What follows belongs to an exercise in optimizing a design on an open flow for small area, a short achievable clock period and few clock cycles per item; a production flow would make more cautious choices.
In this exercise RTL edits were held to simulation tests only and were not proved equivalent to the original.
Power is estimated from default activity; no workload was simulated.

==> design/flow/design.v <==
`timescale 1ns / 1ps
module signed_floating_point_multiplier(
  input wire [15:0] operand_a,
  input wire [15:0] operand_b,
  input clk,
  input rst,
  output reg [15:0] result
);
  wire sign_a;
  wire sign_b;
  wire sign;
  wire [4:0] exponent_a;
  wire [4:0] exponent_b;
  wire [9:0] fraction_a;
  wire [9:0] fraction_b;
  assign sign_a = operand_a[15];
  assign sign_b = operand_b[15];
  assign sign = sign_a ^ sign_b;
  assign exponent_a = operand_a[14:10];
  assign exponent_b = operand_b[14:10];
  assign fraction_a = operand_a[9:0];
  assign fraction_b = operand_b[9:0];
  reg [4:0] adjusted_exponent;
  reg [9:0] shifted_fraction;
  reg [21:0] multiplied_fraction;
  reg flag;
  always@(posedge clk)begin
    multiplied_fraction = {1'b1, fraction_a} * {1'b1, fraction_b};
    if(multiplied_fraction[21] == 0)
        flag = 0;
    else 
        flag = 1;
    adjusted_exponent = flag ? (exponent_a + exponent_b - 5'b01111 + 1'b1) : (exponent_a + exponent_b - 5'b01111);
    shifted_fraction = flag ? (multiplied_fraction[20:11]) : (multiplied_fraction[19:10]);
    if(operand_a == 16'b0000000000000000 || operand_b == 16'b0000000000000000)begin
        result = 16'b0000000000000000;
    end
    else begin
        result = {sign, adjusted_exponent, shifted_fraction};
    end
    end
endmodule
`timescale 1ns / 1ps
module signed_floating_point_adder(
  input wire [15:0] operand_a,
  input wire [15:0] operand_b,
  input clk,
  input rst,
  output reg [15:0] result
);
    wire sign_a;
    wire sign_b;
    reg sign;
    wire flag;
    wire [4:0] exponent_a;
    wire [4:0] exponent_b;
    wire [9:0] fraction_a;
    wire [9:0] fraction_b;
    assign sign_a = operand_a[15];
    assign sign_b = operand_b[15];
    assign flag = sign_a ^ sign_b;
    assign exponent_a = operand_a[14:10];
    assign exponent_b = operand_b[14:10];
    assign fraction_a = operand_a[9:0];
    assign fraction_b = operand_b[9:0];
    reg [4:0] adjusted_exponent;
    wire [10:0] normalized_fraction_a;
    wire [10:0] normalized_fraction_b;
    assign normalized_fraction_a = {1'b1, fraction_a};
    assign normalized_fraction_b = {1'b1, fraction_b};
    reg [11:0] sum_fraction;
    reg [10:0] shifted_fraction_a;
    reg [10:0] shifted_fraction_b;
    reg [9:0] normalized_sum_fraction;
    reg [3:0] nomal;
    reg [1:0] state;
    always@(posedge clk)begin
        if(rst)begin
            state = 0;
        end
        else begin
        case(state)
        1'b0: begin
            shifted_fraction_a = (exponent_a > exponent_b) ? normalized_fraction_a : normalized_fraction_a >> (exponent_b - exponent_a);
            shifted_fraction_b = (exponent_a > exponent_b) ? normalized_fraction_b >> (exponent_a - exponent_b) : normalized_fraction_b;
            if(flag)begin  
                if(shifted_fraction_a > shifted_fraction_b) begin  
                    sum_fraction = shifted_fraction_a - shifted_fraction_b;
                    sign = sign_a;
                end
                else begin   
                    sum_fraction = shifted_fraction_b - shifted_fraction_a;
                    sign = sign_b;
                end
            end
            else begin  
                sum_fraction = shifted_fraction_a + shifted_fraction_b;
                sign = sign_a;
            end
            state = 1;
        end
        1'b1: begin
            casex(sum_fraction)
                12'b1xxxxxxxxxxx: begin nomal = 4'b1011; end 
                12'b01xxxxxxxxxx: begin nomal = 4'b1010; end 
                12'b001xxxxxxxxx: begin nomal = 4'b1001; end 
                12'b0001xxxxxxxx: begin nomal = 4'b1000; end 
                12'b00001xxxxxxx: begin nomal = 4'b0111; end 
                12'b000001xxxxxx: begin nomal = 4'b0110; end 
                12'b0000001xxxxx: begin nomal = 4'b0101; end 
                12'b00000001xxxx: begin nomal = 4'b0100; end 
                12'b000000001xxx: begin nomal = 4'b0011; end 
                12'b0000000001xx: begin nomal = 4'b0010; end 
                12'b00000000001x: begin nomal = 4'b0001; end 
                12'b000000000001: begin nomal = 4'b0000; end 
                12'b000000000000: begin nomal = 4'b1111; end 
            endcase
            adjusted_exponent = (exponent_a > exponent_b) ? exponent_a : exponent_b;
            case(nomal)
                4'b1011: begin adjusted_exponent = adjusted_exponent + 1; 
                        normalized_sum_fraction = sum_fraction[10:1]; end 
                4'b1010: begin adjusted_exponent = adjusted_exponent; 
                        normalized_sum_fraction = sum_fraction[9:0]; end 
                4'b1001: begin adjusted_exponent = adjusted_exponent - 1; 
                        normalized_sum_fraction = {sum_fraction[8:0], 1'b0}; end 
                4'b1000: begin adjusted_exponent = adjusted_exponent - 2; 
                        normalized_sum_fraction = {sum_fraction[7:0], 2'b00}; end
                4'b0111: begin adjusted_exponent = adjusted_exponent - 3; 
                        normalized_sum_fraction = {sum_fraction[6:0], 3'b000}; end
                4'b0110: begin adjusted_exponent = adjusted_exponent - 4; 
                        normalized_sum_fraction = {sum_fraction[5:0], 4'b0000}; end
                4'b0101: begin adjusted_exponent = adjusted_exponent - 5; 
                        normalized_sum_fraction = {sum_fraction[4:0], 5'b00000}; end
                4'b0100: begin adjusted_exponent = adjusted_exponent - 6; 
                        normalized_sum_fraction = {sum_fraction[3:0], 6'b000000}; end
                4'b0011: begin adjusted_exponent = adjusted_exponent - 7; 
                        normalized_sum_fraction = {sum_fraction[2:0], 7'b0000000}; end
                4'b0010: begin adjusted_exponent = adjusted_exponent - 8; 
                        normalized_sum_fraction = {sum_fraction[1:0], 8'b00000000}; end
                4'b0001: begin adjusted_exponent = adjusted_exponent - 9; 
                        normalized_sum_fraction = {sum_fraction[0:0], 9'b000000000}; end
                4'b0000: begin adjusted_exponent = adjusted_exponent - 10; 
                        normalized_sum_fraction = {10'b0000000000}; end
                4'b1111: begin adjusted_exponent = 0;  
                        normalized_sum_fraction = {10'b0000000000}; end
            endcase
            if(operand_a == 16'b0000000000000000)
                result = operand_b;
            else if(operand_b == 16'b0000000000000000)
                result = operand_a;
            else if(operand_a == 16'b0000000000000000 && operand_b == 16'b0000000000000000)
                result = 16'b0000000000000000;
            else
                result = {sign, adjusted_exponent, normalized_sum_fraction};
            state = 0;
        end
        endcase
        end
    end
endmodule
`timescale 1ns / 1ps
module attention_score(
    input             clk,
    input             rst,
    input             wr_en,
    input             wr_sel,       
    input      [2:0]  wr_row,
    input      [2:0]  wr_col,
    input      [15:0] wr_data,
    input             start,
    input      [2:0]  rd_row,
    input      [2:0]  rd_col,
    output     [15:0] rd_data,
    output reg        done
    );
    reg [15:0] query [0:63];
    reg [15:0] key   [0:63];
    reg [15:0] QK    [0:63];
    localparam [15:0] scale_dk = 16'b0011010000000000;  
    localparam IDLE  = 4'd0,
               MUL   = 4'd1,
               MWAIT = 4'd2,
               ADD0  = 4'd3,
               ADD1  = 4'd4,
               ADD2  = 4'd5,
               ADD3  = 4'd6,
               ADD4  = 4'd7,
               SCALE = 4'd8,
               SWAIT = 4'd9,
               STORE = 4'd10;
    reg [3:0]  state;
    reg [2:0]  i, j, k;
    reg [15:0] acc;
    reg [15:0] m1_data, m2_data, m3_data, m4_data;
    wire [15:0] mul_num, sum_num;
    always @(posedge clk) begin
        if (wr_en) begin
            if (wr_sel)
                key[{wr_row, wr_col}] <= wr_data;
            else
                query[{wr_row, wr_col}] <= wr_data;
        end
    end
    always @(posedge clk) begin
        if (rst) begin
            state <= IDLE;
            done  <= 1'b0;
            i <= 3'd0;
            j <= 3'd0;
            k <= 3'd0;
            acc <= 16'd0;
            m1_data <= 16'd0;
            m2_data <= 16'd0;
            m3_data <= 16'd0;
            m4_data <= 16'd0;
        end
        else begin
            done <= 1'b0;
            case (state)
                IDLE: begin
                    if (start) begin
                        i <= 3'd0;
                        j <= 3'd0;
                        k <= 3'd0;
                        acc <= 16'd0;
                        state <= MUL;
                    end
                end
                MUL: begin
                    m1_data <= query[{i, j}];
                    m2_data <= key[{k, j}];
                    state <= MWAIT;
                end
                MWAIT: begin
                    state <= ADD0;
                end
                ADD0: begin
                    m3_data <= acc;
                    m4_data <= mul_num;
                    state <= ADD1;
                end
                ADD1: state <= ADD2;
                ADD2: state <= ADD3;
                ADD3: state <= ADD4;
                ADD4: begin
                    acc <= sum_num;
                    j <= j + 3'd1;
                    if (j == 3'd7)
                        state <= SCALE;
                    else
                        state <= MUL;
                end
                SCALE: begin
                    m1_data <= acc;
                    m2_data <= scale_dk;
                    state <= SWAIT;
                end
                SWAIT: begin
                    state <= STORE;
                end
                STORE: begin
                    QK[{i, k}] <= mul_num;
                    acc <= 16'd0;
                    k <= k + 3'd1;
                    if (k == 3'd7) begin
                        i <= i + 3'd1;
                        if (i == 3'd7) begin
                            done <= 1'b1;
                            state <= IDLE;
                        end
                        else
                            state <= MUL;
                    end
                    else
                        state <= MUL;
                end
                default: state <= IDLE;
            endcase
        end
    end
    assign rd_data = QK[{rd_row, rd_col}];
    signed_floating_point_multiplier SFPM(
        .operand_a(m1_data),
        .operand_b(m2_data),
        .clk(clk),
        .rst(rst),
        .result(mul_num)
    );
    signed_floating_point_adder SFPA(
        .operand_a(m3_data),
        .operand_b(m4_data),
        .clk(clk),
        .rst(rst),
        .result(sum_num)
    );
endmodule
==> design/flow/run.sh <==
#!/bin/bash
# synth_recipe.tcl (not shown) runs the flow's synth.tcl, then flattens the netlist and writes it again
# the make line also repeats each setting of config.mk as NAME=value (left out here)
make -C /OpenROAD-flow-scripts/flow DESIGN_CONFIG=/design/flow/config.mk WORK_HOME=/design/flow/orfs CLKGATE_MAP_FILE= SYNTH_SCRIPT=/design/flow/synth_recipe.tcl finish
==> design/flow/config.mk <==
export PLATFORM = sky130hd
export DESIGN_NAME = attention_score
export DESIGN_NICKNAME = attention_score
export VERILOG_FILES = /design/flow/design.v
export SDC_FILE = /design/flow/constraint.sdc
export NUM_CORES = 4
export LEC_CHECK = 0
export CAP_MARGIN = 20
export CORE_MARGIN = 2
export CORE_UTILIZATION = 40
export PLACE_DENSITY = 0.6
export SLEW_MARGIN = 20
==> design/flow/constraint.sdc <==
create_clock -name core_clock -period 10.0 [get_ports {clk}]
set_input_delay 2.0000 -clock core_clock [delete_from_list [all_inputs] [get_ports {clk}]]
set_output_delay 2.0000 -clock core_clock [all_outputs]
set_load 0.01 [all_outputs]
==> run summary <==
## flip-flops by register name, summed over array words and instances, names as in the netlist
register	cells
SFPA.sum_fraction	12
state	4
acc	16
key	1024
SFPM.result	16
SFPA.sign	1
k	3
m3_data	16
SFPA.result	16
m4_data	16
QK	1024
done	1
m2_data	16
query	1024
j	3
i	3
SFPA.state	1
m1_data	16
## routing by layer
layer / up-vias / share of wire / wire length, um / GRT usage
met5: - / 0.00019 / 61 / 0
met4: 10 / 0.027 / 8750 / 0.0537
met3: 470 / 0.062 / 19900 / 0.0260
met2: 2279 / 0.49 / 157000 / 0.312
met1: 34600 / 0.42 / 135000 / 0.268
li1: 26900 / - / - / -
## where the power goes
part / leakage, nW / switching [mW] / internal, mW / total (mW)
Clock: 5.30 / 5.18 / 7.09 / 12.3
Combinational: 11.9 / 1.37 / 0.615 / 1.99
Sequential: 29.0 / 0.256 / 15.3 / 15.6
## worst max-delay path by stage
stage,startpoint,endpoint,slack [ps],cells past startpoint
after CTS,rd_col[0],rd_data[0],2570,6
after global placement,rd_col[0],rd_data[2],2620,6
final,rd_col[0],rd_data[0],2630,6
after global routing,rd_col[0],rd_data[2],2420,6
after detailed placement,rd_col[0],rd_data[0],2570,6
after floorplan,rd_col[0],rd_data[0],3550,6
## cell type report
| cell class | instances | area share |
|---|---|---|
| multi-input cells | 2667 | 0.225 |
| well taps | 4325 | 0.0365 |
| clock buffers | 423 | 0.0607 |
| inverters | 192 | 0.00486 |
| repair buffers | 319 | 0.0181 |
| clock inverters | 190 | 0.0125 |
| flip-flops and latches | 3212 | 0.643 |
| diodes | 5 | 0.0000843 |
## logic make-up after synthesis
logic type      synth area share
simple gates              0.0303
xor+xnor                 0.00281
fa+ha+maj                 0.0244
buf+inv                   0.0175
compound gates            0.0229
flops                      0.729
mux                        0.173
## cells in the final DEF, fill, tap and decap left out, types with 16 or more instances in the layout
master	netlist	final
nor2b_1	25	24
clkinv_2	0	60
o22ai_1	72	72
nor2_1	352	309
a31oi_1	16	16
xor2_1	19	18
clkbuf_1	197	72
clkbuf_16	0	347
nor2_4	0	16
nor4_1	38	37
inv_1	191	191
a22oi_1	24	24
nand3_1	35	35
mux2i_1	161	161
buf_4	34	267
clkdlybuf4s50_1	0	26
o21ai_0	57	57
mux4_2	928	928
edfxtp_1	3101	3101
buf_12	0	16
a21oi_1	149	149
nand2b_1	26	25
dfxtp_1	111	90
fa_1	87	87
xnor2_1	23	23
and2_1	54	54
nand2_1	218	216
nor3_1	43	42
ha_1	116	116
a21o_1	16	16
clkinv_1	1	66
bufinv_16	0	26
nor2_2	0	27
==> out/qor.txt <==
outcome -> timing/DRC/antenna clean
Detailed Route WL -> 321 mm
Hold WS -> 427 ps
CTS root buf -> clkbuf_16
vias in the first global route -> 64700
fmax -> 136 MHz
dpl cell area -> 0.137 mm2
port buffer count -> 49
Worst setup SP type -> input port
htree depth -> 5
Worst R2R End -> SFPM.result[8]$_SDFF_PP0_
Post-synth EDFFs -> 3101
Critical R2R Launch -> m1_data[8]$_SDFFE_PP0P_
Clock Tree Buf Depth -> 4
HP Class -> flop to flop
post-synth top area cell -> edfxtp_1
clk_skew -> 107 ps
final std cells w/o fill -> 11300
count leader, synth -> edfxtp_1
Worst path max stage delay -> 590 ps
Fill cells -> 27100
share of layout cells above drive strength 1 -> 0.257
dpl ws -> 2570 ps
Clk Latency, worst-skew pair -> 940 ps
GRT Residual Overflow -> 0
post-route DRC violation count -> 0
fin crit share -> 0.737
I/O Pins -> 50
CTS tree -> yes
area of the multi-input gates -> 0.0333 mm2
power per cell area -> 201 mW/mm2
post-CTS setup buffer count -> 0
Seq/Total Area, Yosys -> 0.729
RSZ-0062 raised after global routing -> false
core area -> 0.325 mm2
die area -> 0.331 mm2
slew at the pin closest to its max-slew limit -> 1200 ps
synth cell count leaders -> 3101 x edfxtp_1, 928 x mux4_2, 352 x nor2_1, 218 x nand2_1, 197 x clkbuf_1
largest net degree at the start of global routing -> 110
fin util -> 0.457
Final Hold Vio Count -> 0
max-cap viol count -> 0
row cnt -> 209
max_slew headroom -> 0.196
Hold Buf Count CTS -> 0
Max Transition Viols Final -> 0
Via density -> 5.67
Critical Path Slowest Stage Cell -> mux4_2
Arr. time, crit path -> 5370 ps
Avg Cell Area, Syn -> 20.3 um2
GP Congestion -> 0.835
crit path buf inv count -> 3
async set-reset flop share out of synthesis -> 0
critical path peak fanout -> 66
Reg area -> 0.0954 mm2
DR vias -> 64200
synth unique cells -> 86
DRT antenna net count -> 0
Cells after Synth -> 6427
R2R cell count -> 20
Sink Count -> 3212
Worst IR Drop VDD -> 172 uV
Initial Util -> 0.403
CTS resizes -> 0
critical path required time -> 8000 ps
Chip Height -> 576 um
Hold Crit Depth -> 1
Crit path max-delay family -> multiplexers
Routed wire per std cell -> 28.3 um
initial antenna violation count -> 14
area grow syn2layout -> 13.5%
Final setup viols -> 0
Final min period -> 7370 ps
Ys Warns -> 3
HP Start -> SFPA.state[0]$_SDFF_PP0_
detailed placement HPWL -> 185 mm
global-route wire length before repair -> 462 mm
CTS Buf Count -> 336
Reg clk slew, reported paths -> 50 ps
drt pass-1 iters -> 6
Mapped Area -> 0.131 mm2
Tot Pwr -> 29.8 mW
post-route cell area -> 0.148 mm2
placed cell count -> 10700
Area contributors post-synth -> edfxtp_1 71%, mux4_2 16%, dfxtp_1 1.7%
PnR worst setup slack -> 2630 ps
Most used DFF post-synth -> edfxtp_1
top-area cell type share of the netlist area -> 0.712
Hold Path Sink -> SFPA.state[0]$_SDFF_PP0_
crit-path cells -> buf_8, buf_12, mux4_2, mux4_2, mux4_2, clkdlybuf4s50_1
Fin Setup TNS -> 0 ps
Die Wd -> 576 um
Iter 0 DRT Violations -> 7196
Syn Nets -> 6663
GRT Util Overall -> 0.191
Leak -> 46.2 nW
worst reg2reg setup slack -> 3300 ps
Final nets -> 6964
Top cell by count, worst path -> mux4_2
#FFs+latches synth -> 3212
Worst setup EP type -> primary output
critical path type -> input port to primary output
Testbench counts, summed over its fixed seeds: cycles 124,992, jobs 32.

-- separate check: timing with driven ports --
The flow's constraints put no driver on any port. The routed layout listed below was extracted and timed again, unchanged, in two steps. Step 1 assumes that a clkbuf_16 drives the clock port and a buf_2 every other input. Step 2 also shifts input and output timing later by t, the mid clock arrival at the registers, as if the neighbouring blocks saw the same clock. Three values: ideal, step 1, step 2; two values: the first two.
t, ns: 0.989
setup WS [ns]: 2.631 / 2.581 / 2.581
hold WS [ns]: 0.427 / 0.427 / 0.427
worst setup path after step 2: input to output
worst slew at a driven data input, ns: 0.16
After both steps this run still meets setup and hold. The setup slack of this run moves by -0.050 ns with the drivers and by -0.050 ns with both steps.
